What follows belongs to an exercise in optimizing a design on an open flow for small area, a short achievable clock period and few clock cycles; a production flow would make more cautious choices. Where RTL was checked, it was by simulation tests only, not by an equivalence proof against the original.

==> branch tundra <==
## base2_to_base3
module base2_to_base3(
	base3_no,
	done,
	base2_no,
	en,
	rst,
	clk);
export LEC_CHECK = 0
export CAP_MARGIN = 20
export CORE_MARGIN = 2
export CORE_UTILIZATION = 40
export CTS_BUF_LIST = sky130_fd_sc_hd__clkbuf_2 sky130_fd_sc_hd__clkbuf_4
export SLEW_MARGIN = 20
export SYNTH_HIERARCHICAL = 1
export SYNTH_MINIMUM_KEEP_SIZE = 0
create_clock -name core_clock -period 19.0 [get_ports {clk}]
standard.sh (not shown) runs the stock make flow with config.mk's settings and CLKGATE_MAP_FILE= SYNTH_SCRIPT=/design/flow/synth_recipe.tcl, a recipe that flattens the netlist after the stock synthesis.
==> flow/flow/run.sh <==
#!/bin/bash
# Own layout flow: the standard flow, with the standard synthesis
# unchanged, and two changes to how the layout is made:
#  - after the floorplan, the o21ai_0 gates are swapped for o21ai_1 (same
#    area and footprint, stronger drive), and the constant-0 outputs share
#    one tie cell (flow/swap.tcl);
#  - the port buffers are small buf_1 buffers instead of the default delay
#    buffers.
# Each step's full output goes to a log of its own in this folder.
set -euo pipefail
bash standard.sh synth floorplan > flow_1_synth_floorplan.log 2>&1
openroad -no_init -exit flow/swap.tcl > flow_2_swap.log 2>&1
bash standard.sh BUFFER_PORTS_ARGS="-buffer_cell sky130_fd_sc_hd__buf_1" finish > flow_3_place_to_finish.log 2>&1
==> flow/flow/swap.tcl <==
# Floorplan changes, made before placement:
#  - every o21ai_0 becomes an o21ai_1 (same function, area and footprint;
#    stronger drive);
#  - the constant-0 outputs share one tie cell instead of one tie cell each.
set platform $::env(FLOW_HOME)/platforms/sky130hd
set results orfs/results/sky130hd/base2_to_base3/base
read_liberty $platform/lib/sky130_fd_sc_hd__tt_025C_1v80.lib
read_db $results/2_floorplan.odb
read_sdc $results/2_floorplan.sdc
source $platform/setRC.tcl
puts "worst slack before: [sta::worst_slack -max]"
set n 0
foreach inst [get_cells *] {
  if {[get_property $inst ref_name] eq "sky130_fd_sc_hd__o21ai_0"} {
    replace_cell $inst sky130_fd_sc_hd__o21ai_1
    incr n
  }
}
puts "swapped $n o21ai_0 for o21ai_1"

set block [ord::get_db_block]
# ties whose constant reaches only output ports, directly or through buffers
set ties {}
foreach inst [$block getInsts] {
  if {[[$inst getMaster] getName] ne "sky130_fd_sc_hd__conb_1"} { continue }
  if {[[$inst findITerm HI] getNet] ne "NULL" || [[$inst findITerm LO] getNet] eq "NULL"} { continue }
  set net [[$inst findITerm LO] getNet]
  set ok 1
  set bterms [$net getBTerms]
  set bufs {}
  foreach it [$net getITerms] {
    set i [$it getInst]
    if {$i eq $inst} { continue }
    if {![string match "sky130_fd_sc_hd__buf_*" [[$i getMaster] getName]]} { set ok 0; break }
    set onet [[$i findITerm X] getNet]
    if {$onet eq "NULL" || [llength [$onet getITerms]] != 1} { set ok 0; break }
    lappend bufs $i
    lappend bterms {*}[$onet getBTerms]
  }
  if {$ok} { lappend ties [list $inst $net $bufs $bterms] }
}
set merged 0
if {[llength $ties] > 1} {
  set keepnet [lindex [lindex $ties 0] 1]
  foreach t $ties {
    lassign $t inst net bufs bterms
    foreach bt $bterms { $bt connect $keepnet }
    foreach b $bufs {
      set onet [[$b findITerm X] getNet]
      odb::dbInst_destroy $b
      odb::dbNet_destroy $onet
    }
    if {$net ne $keepnet} {
      odb::dbInst_destroy $inst
      odb::dbNet_destroy $net
      incr merged
    }
  }
}
puts "merged $merged tie cells into one"
puts "worst slack after: [sta::worst_slack -max]"
write_db $results/2_floorplan.odb
==> inputs of branch indigo, as changes to branch tundra <==
--- a/flow/design.v
+++ b/flow/design.v
@@ -160,17 +160,17 @@
 wire c0_4_q, c0_4_r1, c0_4_r0;
 div_algo c0_4 (.q(c0_4_q), .rn1(c0_4_r1), .rn0(c0_4_r0), .r1(c0_5_r1), .r0(c0_5_r0), .b(base2_no[4]));
 wire c0_3_q, c0_3_r1, c0_3_r0;
 div_algo_n c0_3 (.q(c0_3_q), .rn1(c0_3_r1), .rn0(c0_3_r0), .r1(c0_4_r1), .r0(c0_4_r0), .b(~base2_no[3]));
 wire c0_2_q, c0_2_r1, c0_2_r0;
 div_algo c0_2 (.q(c0_2_q), .rn1(c0_2_r1), .rn0(c0_2_r0), .r1(c0_3_r1), .r0(c0_3_r0), .b(base2_no[2]));
 wire c0_1_q, c0_1_r1, c0_1_r0;
-div_algo_n c0_1 (.q(c0_1_q), .rn1(c0_1_r1), .rn0(c0_1_r0), .r1(c0_2_r1), .r0(c0_2_r0), .b(~base2_no[1]));
+div_algo_n c0_1 (.q(c0_1_q), .rn1(c0_1_r1), .rn0(c0_1_r0), .r1(cut_r[0]), .r0(cut_r[1]), .b(~cut_r[2]));
 wire c0_0_q, c0_0_r1, c0_0_r0;
-div_algo_t c0_0 (.q(c0_0_q), .rn1(c0_0_r1), .rn0(c0_0_r0), .r1(cut_r[0]), .r0(cut_r[1]), .b(cut_r[2]));
+div_algo_t c0_0 (.q(c0_0_q), .rn1(c0_0_r1), .rn0(c0_0_r0), .r1(c0_1_r1), .r0(c0_1_r0), .b(cut_r[3]));
 wire c1_13_q, c1_13_r1, c1_13_r0;
 div_half_p10 c1_13 (.q(c1_13_q), .rn1(c1_13_r1), .rn0(c1_13_r0), .r0(c0_14_q), .b(c0_13_q));
 wire c1_12_q, c1_12_r1, c1_12_r0;
 div_algo_n c1_12 (.q(c1_12_q), .rn1(c1_12_r1), .rn0(c1_12_r0), .r1(c1_13_r1), .r0(c1_13_r0), .b(c0_12_q));
 wire c1_11_q, c1_11_r1, c1_11_r0;
 div_algo c1_11 (.q(c1_11_q), .rn1(c1_11_r1), .rn0(c1_11_r0), .r1(c1_12_r1), .r0(c1_12_r0), .b(c0_11_q));
 wire c1_10_q, c1_10_r1, c1_10_r0;
@@ -186,17 +186,17 @@
 wire c1_5_q, c1_5_r1, c1_5_r0;
 div_algo c1_5 (.q(c1_5_q), .rn1(c1_5_r1), .rn0(c1_5_r0), .r1(c1_6_r1), .r0(c1_6_r0), .b(c0_5_q));
 wire c1_4_q, c1_4_r1, c1_4_r0;
 div_algo_n c1_4 (.q(c1_4_q), .rn1(c1_4_r1), .rn0(c1_4_r0), .r1(c1_5_r1), .r0(c1_5_r0), .b(c0_4_q));
 wire c1_3_q, c1_3_r1, c1_3_r0;
 div_algo c1_3 (.q(c1_3_q), .rn1(c1_3_r1), .rn0(c1_3_r0), .r1(c1_4_r1), .r0(c1_4_r0), .b(c0_3_q));
 wire c1_2_q, c1_2_r1, c1_2_r0;
-div_algo_n c1_2 (.q(c1_2_q), .rn1(c1_2_r1), .rn0(c1_2_r0), .r1(cut_r[3]), .r0(cut_r[4]), .b(cut_r[5]));
+div_algo_n c1_2 (.q(c1_2_q), .rn1(c1_2_r1), .rn0(c1_2_r0), .r1(cut_r[4]), .r0(cut_r[5]), .b(cut_r[6]));
 wire c1_1_q, c1_1_r1, c1_1_r0;
-div_algo c1_1 (.q(c1_1_q), .rn1(c1_1_r1), .rn0(c1_1_r0), .r1(c1_2_r1), .r0(c1_2_r0), .b(cut_r[6]));
+div_algo c1_1 (.q(c1_1_q), .rn1(c1_1_r1), .rn0(c1_1_r0), .r1(c1_2_r1), .r0(c1_2_r0), .b(c0_1_q));
 wire c1_0_q, c1_0_r1, c1_0_r0;
 div_algo_n c1_0 (.q(c1_0_q), .rn1(c1_0_r1), .rn0(c1_0_r0), .r1(c1_1_r1), .r0(c1_1_r0), .b(c0_0_q));
 wire c2_11_q, c2_11_r1, c2_11_r0;
 div_half_n01 c2_11 (.q(c2_11_q), .rn1(c2_11_r1), .rn0(c2_11_r0), .r0(c1_12_q), .b(c1_11_q));
 wire c2_10_q, c2_10_r1, c2_10_r0;
 div_algo c2_10 (.q(c2_10_q), .rn1(c2_10_r1), .rn0(c2_10_r0), .r1(c2_11_r1), .r0(c2_11_r0), .b(c1_10_q));
 wire c2_9_q, c2_9_r1, c2_9_r0;
@@ -300,13 +300,13 @@
 wire c8_1_q, c8_1_r1, c8_1_r0;
 div_algo_n c8_1 (.q(c8_1_q), .rn1(c8_1_r1), .rn0(c8_1_r0), .r1(c8_2_r1), .r0(c8_2_r0), .b(c7_1_q));
 wire c8_0_q, c8_0_r1, c8_0_r0;
 div_algo_t c8_0 (.q(c8_0_q), .rn1(c8_0_r1), .rn0(c8_0_r0), .r1(c8_1_r1), .r0(c8_1_r0), .b(c7_0_q));
 wire c9_0_q, c9_0_r1, c9_0_r0;
 div_half_n01 c9_0 (.q(c9_0_q), .rn1(c9_0_r1), .rn0(c9_0_r0), .r0(c8_1_q), .b(c8_0_q));
 always @(posedge clk) begin
-	cut_r <= {c4_6_q, c5_7_r0, c5_7_r1, c3_5_q, c4_6_r0, c4_6_r1, c2_4_q, c3_5_r0, c3_5_r1, c1_3_q, c2_4_r0, c2_4_r1, c0_1_q, c0_2_q, c1_3_r0, c1_3_r1, base2_no[0], c0_1_r0, c0_1_r1};
+	cut_r <= {c4_6_q, c5_7_r0, c5_7_r1, c3_5_q, c4_6_r0, c4_6_r1, c2_4_q, c3_5_r0, c3_5_r1, c1_3_q, c2_4_r0, c2_4_r1, c0_2_q, c1_3_r0, c1_3_r1, base2_no[0], base2_no[1], c0_2_r0, c0_2_r1};
 	done_r <= start;
 end
 assign done = done_r;
 assign base3_no = {10'd0, c9_0_q, {c9_0_r1, c9_0_r0}, {c8_0_r1, c8_0_r0}, {c7_0_r1, c7_0_r0}, {c6_0_r1, c6_0_r0}, {c5_0_r1, c5_0_r0}, {c4_0_r1, c4_0_r0}, {c3_0_r1, c3_0_r0}, {c2_0_r1, c2_0_r0}, {c1_0_r1, c1_0_r0}, {c0_0_r1, c0_0_r0}};
 endmodule
==> flow/flow/run.sh (replaced) <==
#!/bin/bash
# Own layout flow: the standard flow, with the standard synthesis
# unchanged, and two changes to how the layout is made:
#  - after the floorplan, the o21ai_0 gates are swapped for o21ai_1 (same
#    area and footprint, stronger drive);
#  - the port buffers are small buf_1 buffers instead of the default delay
#    buffers.
# Each step's full output goes to a log of its own in this folder.
set -euo pipefail
bash standard.sh synth floorplan > flow_1_synth_floorplan.log 2>&1
openroad -no_init -exit flow/swap.tcl > flow_2_swap.log 2>&1
bash standard.sh BUFFER_PORTS_ARGS="-buffer_cell sky130_fd_sc_hd__buf_1" finish > flow_3_place_to_finish.log 2>&1
==> flow/flow/swap.tcl (replaced) <==
# Swap every o21ai_0 for an o21ai_1 in the floorplan (same function, area and
# footprint; stronger drive).
set platform $::env(FLOW_HOME)/platforms/sky130hd
set results orfs/results/sky130hd/base2_to_base3/base
read_liberty $platform/lib/sky130_fd_sc_hd__tt_025C_1v80.lib
read_db $results/2_floorplan.odb
read_sdc $results/2_floorplan.sdc
source $platform/setRC.tcl
puts "worst slack before: [sta::worst_slack -max]"
set n 0
foreach inst [get_cells *] {
  if {[get_property $inst ref_name] eq "sky130_fd_sc_hd__o21ai_0"} {
    replace_cell $inst sky130_fd_sc_hd__o21ai_1
    incr n
  }
}
puts "swapped $n o21ai_0 for o21ai_1"
puts "worst slack after: [sta::worst_slack -max]"
write_db $results/2_floorplan.odb
==> inputs of branch maple, as changes to branch tundra <==
--- a/flow/design.v
+++ b/flow/design.v
@@ -160,17 +160,17 @@
 wire c0_4_q, c0_4_r1, c0_4_r0;
 div_algo c0_4 (.q(c0_4_q), .rn1(c0_4_r1), .rn0(c0_4_r0), .r1(c0_5_r1), .r0(c0_5_r0), .b(base2_no[4]));
 wire c0_3_q, c0_3_r1, c0_3_r0;
 div_algo_n c0_3 (.q(c0_3_q), .rn1(c0_3_r1), .rn0(c0_3_r0), .r1(c0_4_r1), .r0(c0_4_r0), .b(~base2_no[3]));
 wire c0_2_q, c0_2_r1, c0_2_r0;
 div_algo c0_2 (.q(c0_2_q), .rn1(c0_2_r1), .rn0(c0_2_r0), .r1(c0_3_r1), .r0(c0_3_r0), .b(base2_no[2]));
 wire c0_1_q, c0_1_r1, c0_1_r0;
-div_algo_n c0_1 (.q(c0_1_q), .rn1(c0_1_r1), .rn0(c0_1_r0), .r1(c0_2_r1), .r0(c0_2_r0), .b(~base2_no[1]));
+div_algo_n c0_1 (.q(c0_1_q), .rn1(c0_1_r1), .rn0(c0_1_r0), .r1(cut_r[0]), .r0(cut_r[1]), .b(~cut_r[2]));
 wire c0_0_q, c0_0_r1, c0_0_r0;
-div_algo_t c0_0 (.q(c0_0_q), .rn1(c0_0_r1), .rn0(c0_0_r0), .r1(cut_r[0]), .r0(cut_r[1]), .b(cut_r[2]));
+div_algo_t c0_0 (.q(c0_0_q), .rn1(c0_0_r1), .rn0(c0_0_r0), .r1(c0_1_r1), .r0(c0_1_r0), .b(cut_r[3]));
 wire c1_13_q, c1_13_r1, c1_13_r0;
 div_half_p10 c1_13 (.q(c1_13_q), .rn1(c1_13_r1), .rn0(c1_13_r0), .r0(c0_14_q), .b(c0_13_q));
 wire c1_12_q, c1_12_r1, c1_12_r0;
 div_algo_n c1_12 (.q(c1_12_q), .rn1(c1_12_r1), .rn0(c1_12_r0), .r1(c1_13_r1), .r0(c1_13_r0), .b(c0_12_q));
 wire c1_11_q, c1_11_r1, c1_11_r0;
 div_algo c1_11 (.q(c1_11_q), .rn1(c1_11_r1), .rn0(c1_11_r0), .r1(c1_12_r1), .r0(c1_12_r0), .b(c0_11_q));
 wire c1_10_q, c1_10_r1, c1_10_r0;
@@ -186,17 +186,17 @@
 wire c1_5_q, c1_5_r1, c1_5_r0;
 div_algo c1_5 (.q(c1_5_q), .rn1(c1_5_r1), .rn0(c1_5_r0), .r1(c1_6_r1), .r0(c1_6_r0), .b(c0_5_q));
 wire c1_4_q, c1_4_r1, c1_4_r0;
 div_algo_n c1_4 (.q(c1_4_q), .rn1(c1_4_r1), .rn0(c1_4_r0), .r1(c1_5_r1), .r0(c1_5_r0), .b(c0_4_q));
 wire c1_3_q, c1_3_r1, c1_3_r0;
 div_algo c1_3 (.q(c1_3_q), .rn1(c1_3_r1), .rn0(c1_3_r0), .r1(c1_4_r1), .r0(c1_4_r0), .b(c0_3_q));
 wire c1_2_q, c1_2_r1, c1_2_r0;
-div_algo_n c1_2 (.q(c1_2_q), .rn1(c1_2_r1), .rn0(c1_2_r0), .r1(cut_r[3]), .r0(cut_r[4]), .b(cut_r[5]));
+div_algo_n c1_2 (.q(c1_2_q), .rn1(c1_2_r1), .rn0(c1_2_r0), .r1(cut_r[4]), .r0(cut_r[5]), .b(cut_r[6]));
 wire c1_1_q, c1_1_r1, c1_1_r0;
-div_algo c1_1 (.q(c1_1_q), .rn1(c1_1_r1), .rn0(c1_1_r0), .r1(c1_2_r1), .r0(c1_2_r0), .b(cut_r[6]));
+div_algo c1_1 (.q(c1_1_q), .rn1(c1_1_r1), .rn0(c1_1_r0), .r1(c1_2_r1), .r0(c1_2_r0), .b(c0_1_q));
 wire c1_0_q, c1_0_r1, c1_0_r0;
 div_algo_n c1_0 (.q(c1_0_q), .rn1(c1_0_r1), .rn0(c1_0_r0), .r1(c1_1_r1), .r0(c1_1_r0), .b(c0_0_q));
 wire c2_11_q, c2_11_r1, c2_11_r0;
 div_half_n01 c2_11 (.q(c2_11_q), .rn1(c2_11_r1), .rn0(c2_11_r0), .r0(c1_12_q), .b(c1_11_q));
 wire c2_10_q, c2_10_r1, c2_10_r0;
 div_algo c2_10 (.q(c2_10_q), .rn1(c2_10_r1), .rn0(c2_10_r0), .r1(c2_11_r1), .r0(c2_11_r0), .b(c1_10_q));
 wire c2_9_q, c2_9_r1, c2_9_r0;
@@ -206,17 +206,17 @@
 wire c2_7_q, c2_7_r1, c2_7_r0;
 div_algo_n c2_7 (.q(c2_7_q), .rn1(c2_7_r1), .rn0(c2_7_r0), .r1(c2_8_r1), .r0(c2_8_r0), .b(c1_7_q));
 wire c2_6_q, c2_6_r1, c2_6_r0;
 div_algo c2_6 (.q(c2_6_q), .rn1(c2_6_r1), .rn0(c2_6_r0), .r1(c2_7_r1), .r0(c2_7_r0), .b(c1_6_q));
 wire c2_5_q, c2_5_r1, c2_5_r0;
 div_algo_n c2_5 (.q(c2_5_q), .rn1(c2_5_r1), .rn0(c2_5_r0), .r1(c2_6_r1), .r0(c2_6_r0), .b(c1_5_q));
 wire c2_4_q, c2_4_r1, c2_4_r0;
-div_algo c2_4 (.q(c2_4_q), .rn1(c2_4_r1), .rn0(c2_4_r0), .r1(c2_5_r1), .r0(c2_5_r0), .b(c1_4_q));
+div_algo c2_4 (.q(c2_4_q), .rn1(c2_4_r1), .rn0(c2_4_r0), .r1(cut_r[7]), .r0(cut_r[8]), .b(cut_r[9]));
 wire c2_3_q, c2_3_r1, c2_3_r0;
-div_algo_n c2_3 (.q(c2_3_q), .rn1(c2_3_r1), .rn0(c2_3_r0), .r1(cut_r[7]), .r0(cut_r[8]), .b(cut_r[9]));
+div_algo_n c2_3 (.q(c2_3_q), .rn1(c2_3_r1), .rn0(c2_3_r0), .r1(c2_4_r1), .r0(c2_4_r0), .b(cut_r[10]));
 wire c2_2_q, c2_2_r1, c2_2_r0;
 div_algo c2_2 (.q(c2_2_q), .rn1(c2_2_r1), .rn0(c2_2_r0), .r1(c2_3_r1), .r0(c2_3_r0), .b(c1_2_q));
 wire c2_1_q, c2_1_r1, c2_1_r0;
 div_algo_n c2_1 (.q(c2_1_q), .rn1(c2_1_r1), .rn0(c2_1_r0), .r1(c2_2_r1), .r0(c2_2_r0), .b(c1_1_q));
 wire c2_0_q, c2_0_r1, c2_0_r0;
 div_algo_t c2_0 (.q(c2_0_q), .rn1(c2_0_r1), .rn0(c2_0_r0), .r1(c2_1_r1), .r0(c2_1_r0), .b(c1_0_q));
 wire c3_10_q, c3_10_r1, c3_10_r0;
@@ -226,47 +226,47 @@
 wire c3_8_q, c3_8_r1, c3_8_r0;
 div_algo_n c3_8 (.q(c3_8_q), .rn1(c3_8_r1), .rn0(c3_8_r0), .r1(c3_9_r1), .r0(c3_9_r0), .b(c2_8_q));
 wire c3_7_q, c3_7_r1, c3_7_r0;
 div_algo c3_7 (.q(c3_7_q), .rn1(c3_7_r1), .rn0(c3_7_r0), .r1(c3_8_r1), .r0(c3_8_r0), .b(c2_7_q));
 wire c3_6_q, c3_6_r1, c3_6_r0;
 div_algo_n c3_6 (.q(c3_6_q), .rn1(c3_6_r1), .rn0(c3_6_r0), .r1(c3_7_r1), .r0(c3_7_r0), .b(c2_6_q));
 wire c3_5_q, c3_5_r1, c3_5_r0;
-div_algo c3_5 (.q(c3_5_q), .rn1(c3_5_r1), .rn0(c3_5_r0), .r1(c3_6_r1), .r0(c3_6_r0), .b(c2_5_q));
+div_algo c3_5 (.q(c3_5_q), .rn1(c3_5_r1), .rn0(c3_5_r0), .r1(cut_r[11]), .r0(cut_r[12]), .b(cut_r[13]));
 wire c3_4_q, c3_4_r1, c3_4_r0;
-div_algo_n c3_4 (.q(c3_4_q), .rn1(c3_4_r1), .rn0(c3_4_r0), .r1(cut_r[10]), .r0(cut_r[11]), .b(cut_r[12]));
+div_algo_n c3_4 (.q(c3_4_q), .rn1(c3_4_r1), .rn0(c3_4_r0), .r1(c3_5_r1), .r0(c3_5_r0), .b(c2_4_q));
 wire c3_3_q, c3_3_r1, c3_3_r0;
 div_algo c3_3 (.q(c3_3_q), .rn1(c3_3_r1), .rn0(c3_3_r0), .r1(c3_4_r1), .r0(c3_4_r0), .b(c2_3_q));
 wire c3_2_q, c3_2_r1, c3_2_r0;
 div_algo_n c3_2 (.q(c3_2_q), .rn1(c3_2_r1), .rn0(c3_2_r0), .r1(c3_3_r1), .r0(c3_3_r0), .b(c2_2_q));
 wire c3_1_q, c3_1_r1, c3_1_r0;
 div_algo c3_1 (.q(c3_1_q), .rn1(c3_1_r1), .rn0(c3_1_r0), .r1(c3_2_r1), .r0(c3_2_r0), .b(c2_1_q));
 wire c3_0_q, c3_0_r1, c3_0_r0;
 div_algo_n c3_0 (.q(c3_0_q), .rn1(c3_0_r1), .rn0(c3_0_r0), .r1(c3_1_r1), .r0(c3_1_r0), .b(c2_0_q));
 wire c4_8_q, c4_8_r1, c4_8_r0;
 div_half_p10 c4_8 (.q(c4_8_q), .rn1(c4_8_r1), .rn0(c4_8_r0), .r0(c3_9_q), .b(c3_8_q));
 wire c4_7_q, c4_7_r1, c4_7_r0;
 div_algo_n c4_7 (.q(c4_7_q), .rn1(c4_7_r1), .rn0(c4_7_r0), .r1(c4_8_r1), .r0(c4_8_r0), .b(c3_7_q));
 wire c4_6_q, c4_6_r1, c4_6_r0;
-div_algo c4_6 (.q(c4_6_q), .rn1(c4_6_r1), .rn0(c4_6_r0), .r1(c4_7_r1), .r0(c4_7_r0), .b(c3_6_q));
+div_algo c4_6 (.q(c4_6_q), .rn1(c4_6_r1), .rn0(c4_6_r0), .r1(cut_r[14]), .r0(cut_r[15]), .b(cut_r[16]));
 wire c4_5_q, c4_5_r1, c4_5_r0;
-div_algo_n c4_5 (.q(c4_5_q), .rn1(c4_5_r1), .rn0(c4_5_r0), .r1(cut_r[13]), .r0(cut_r[14]), .b(cut_r[15]));
+div_algo_n c4_5 (.q(c4_5_q), .rn1(c4_5_r1), .rn0(c4_5_r0), .r1(c4_6_r1), .r0(c4_6_r0), .b(c3_5_q));
 wire c4_4_q, c4_4_r1, c4_4_r0;
 div_algo c4_4 (.q(c4_4_q), .rn1(c4_4_r1), .rn0(c4_4_r0), .r1(c4_5_r1), .r0(c4_5_r0), .b(c3_4_q));
 wire c4_3_q, c4_3_r1, c4_3_r0;
 div_algo_n c4_3 (.q(c4_3_q), .rn1(c4_3_r1), .rn0(c4_3_r0), .r1(c4_4_r1), .r0(c4_4_r0), .b(c3_3_q));
 wire c4_2_q, c4_2_r1, c4_2_r0;
 div_algo c4_2 (.q(c4_2_q), .rn1(c4_2_r1), .rn0(c4_2_r0), .r1(c4_3_r1), .r0(c4_3_r0), .b(c3_2_q));
 wire c4_1_q, c4_1_r1, c4_1_r0;
 div_algo_n c4_1 (.q(c4_1_q), .rn1(c4_1_r1), .rn0(c4_1_r0), .r1(c4_2_r1), .r0(c4_2_r0), .b(c3_1_q));
 wire c4_0_q, c4_0_r1, c4_0_r0;
 div_algo_t c4_0 (.q(c4_0_q), .rn1(c4_0_r1), .rn0(c4_0_r0), .r1(c4_1_r1), .r0(c4_1_r0), .b(c3_0_q));
 wire c5_7_q, c5_7_r1, c5_7_r0;
 div_half_p10 c5_7 (.q(c5_7_q), .rn1(c5_7_r1), .rn0(c5_7_r0), .r0(c4_8_q), .b(c4_7_q));
 wire c5_6_q, c5_6_r1, c5_6_r0;
-div_algo_n c5_6 (.q(c5_6_q), .rn1(c5_6_r1), .rn0(c5_6_r0), .r1(cut_r[16]), .r0(cut_r[17]), .b(cut_r[18]));
+div_algo_n c5_6 (.q(c5_6_q), .rn1(c5_6_r1), .rn0(c5_6_r0), .r1(cut_r[17]), .r0(cut_r[18]), .b(c4_6_q));
 wire c5_5_q, c5_5_r1, c5_5_r0;
 div_algo c5_5 (.q(c5_5_q), .rn1(c5_5_r1), .rn0(c5_5_r0), .r1(c5_6_r1), .r0(c5_6_r0), .b(c4_5_q));
 wire c5_4_q, c5_4_r1, c5_4_r0;
 div_algo_n c5_4 (.q(c5_4_q), .rn1(c5_4_r1), .rn0(c5_4_r0), .r1(c5_5_r1), .r0(c5_5_r0), .b(c4_4_q));
 wire c5_3_q, c5_3_r1, c5_3_r0;
 div_algo c5_3 (.q(c5_3_q), .rn1(c5_3_r1), .rn0(c5_3_r0), .r1(c5_4_r1), .r0(c5_4_r0), .b(c4_3_q));
 wire c5_2_q, c5_2_r1, c5_2_r0;
@@ -300,13 +300,13 @@
 wire c8_1_q, c8_1_r1, c8_1_r0;
 div_algo_n c8_1 (.q(c8_1_q), .rn1(c8_1_r1), .rn0(c8_1_r0), .r1(c8_2_r1), .r0(c8_2_r0), .b(c7_1_q));
 wire c8_0_q, c8_0_r1, c8_0_r0;
 div_algo_t c8_0 (.q(c8_0_q), .rn1(c8_0_r1), .rn0(c8_0_r0), .r1(c8_1_r1), .r0(c8_1_r0), .b(c7_0_q));
 wire c9_0_q, c9_0_r1, c9_0_r0;
 div_half_n01 c9_0 (.q(c9_0_q), .rn1(c9_0_r1), .rn0(c9_0_r0), .r0(c8_1_q), .b(c8_0_q));
 always @(posedge clk) begin
-	cut_r <= {c4_6_q, c5_7_r0, c5_7_r1, c3_5_q, c4_6_r0, c4_6_r1, c2_4_q, c3_5_r0, c3_5_r1, c1_3_q, c2_4_r0, c2_4_r1, c0_1_q, c0_2_q, c1_3_r0, c1_3_r1, base2_no[0], c0_1_r0, c0_1_r1};
+	cut_r <= {c5_7_r0, c5_7_r1, c3_6_q, c4_7_r0, c4_7_r1, c2_5_q, c3_6_r0, c3_6_r1, c1_3_q, c1_4_q, c2_5_r0, c2_5_r1, c0_2_q, c1_3_r0, c1_3_r1, base2_no[0], base2_no[1], c0_2_r0, c0_2_r1};
 	done_r <= start;
 end
 assign done = done_r;
 assign base3_no = {10'd0, c9_0_q, {c9_0_r1, c9_0_r0}, {c8_0_r1, c8_0_r0}, {c7_0_r1, c7_0_r0}, {c6_0_r1, c6_0_r0}, {c5_0_r1, c5_0_r0}, {c4_0_r1, c4_0_r0}, {c3_0_r1, c3_0_r0}, {c2_0_r1, c2_0_r0}, {c1_0_r1, c1_0_r0}, {c0_0_r1, c0_0_r0}};
 endmodule
==> flow/flow/run.sh (replaced) <==
#!/bin/bash
# Own layout flow: the standard flow, with the standard synthesis
# unchanged, and two changes to how the layout is made:
#  - after the floorplan, the o21ai_0 gates are swapped for o21ai_1 (same
#    area and footprint, stronger drive);
#  - the port buffers are small buf_1 buffers instead of the default delay
#    buffers.
# Each step's full output goes to a log of its own in this folder.
set -euo pipefail
bash standard.sh synth floorplan > flow_1_synth_floorplan.log 2>&1
openroad -no_init -exit flow/swap.tcl > flow_2_swap.log 2>&1
bash standard.sh BUFFER_PORTS_ARGS="-buffer_cell sky130_fd_sc_hd__buf_1" finish > flow_3_place_to_finish.log 2>&1
==> flow/flow/swap.tcl (replaced) <==
# Swap every o21ai_0 for an o21ai_1 in the floorplan (same function, area and
# footprint; stronger drive).
set platform $::env(FLOW_HOME)/platforms/sky130hd
set results orfs/results/sky130hd/base2_to_base3/base
read_liberty $platform/lib/sky130_fd_sc_hd__tt_025C_1v80.lib
read_db $results/2_floorplan.odb
read_sdc $results/2_floorplan.sdc
source $platform/setRC.tcl
puts "worst slack before: [sta::worst_slack -max]"
set n 0
foreach inst [get_cells *] {
  if {[get_property $inst ref_name] eq "sky130_fd_sc_hd__o21ai_0"} {
    replace_cell $inst sky130_fd_sc_hd__o21ai_1
    incr n
  }
}
puts "swapped $n o21ai_0 for o21ai_1"
puts "worst slack after: [sta::worst_slack -max]"
write_db $results/2_floorplan.odb
==> run notes <==
Status: branch maple no timing/DRC/antenna violations; branch tundra no timing/DRC/antenna violations; branch indigo no timing/DRC/antenna violations
Standard cell area after detailed placement: branch maple 0.00301 mm²; branch tundra 0.00298 mm²; branch indigo 0.00301 mm²
Delay of the slowest cell on the worst path: branch maple 0.36 ns; branch tundra 0.40 ns; branch indigo 0.40 ns
Hpwl dp: branch maple 3.69 mm; branch tundra 3.58 mm; branch indigo 3.72 mm
Global routing usage on met2: branch maple 0.208; branch tundra 0.188; branch indigo 0.199
Maximum number of pins on one net before global-route repair: branch maple 11; branch tundra 12; branch indigo 12
Fraction of cell area in non-clock buffers: branch maple 0.0495; branch tundra 0.0501; branch indigo 0.0494
Cell area after layout: branch maple 0.00304 mm²; branch tundra 0.00300 mm²; branch indigo 0.00304 mm²
Launch point of the critical path: branch maple cut_r[16]; branch tundra cut_r[15]; branch indigo cut_r[18]
Critical path arrival: branch maple 4.08 ns; branch tundra 3.79 ns; branch indigo 3.84 ns
Testbench counts of branch indigo, summed over its fixed seeds: cycles 3,200.
Only the layout flow was run in branch tundra and branch maple; the RTL was not checked for function there.

==> separate check: timing with driven ports <==
How much do the figures lean on ideal ports? The routed layouts below were timed once more, with nothing changed but the port constraints.
Step 1 assumes that a clkbuf_16 drives the clock port and a buf_2 every other input.
Step 2 adds t to the input delays and takes it off the output delays; t is the mean of the earliest and latest rising clock arrival at the registers after step 1. Input paths then give back, and output paths get back, about the clock's delay inside the block.
Three values: ideal, step 1, step 2; two values: the first two.
run	t, ns	slack for setup (ns)	worst register clock-pin slew, ns	worst slew at a driven data input, ns
branch tundra	0.315	11.406 / 11.381 / 11.113	0.11 / 0.11	0.03
branch indigo	0.314	11.357 / 11.334 / 11.414	0.10 / 0.10	0.03
branch maple	0.312	11.124 / 11.103 / 11.391	0.10 / 0.10	0.03
After both steps setup and hold are still met in every run listed. The setup slack of branch tundra, which loses most, moves by -0.025 ns with the drivers and by -0.293 ns with both steps.
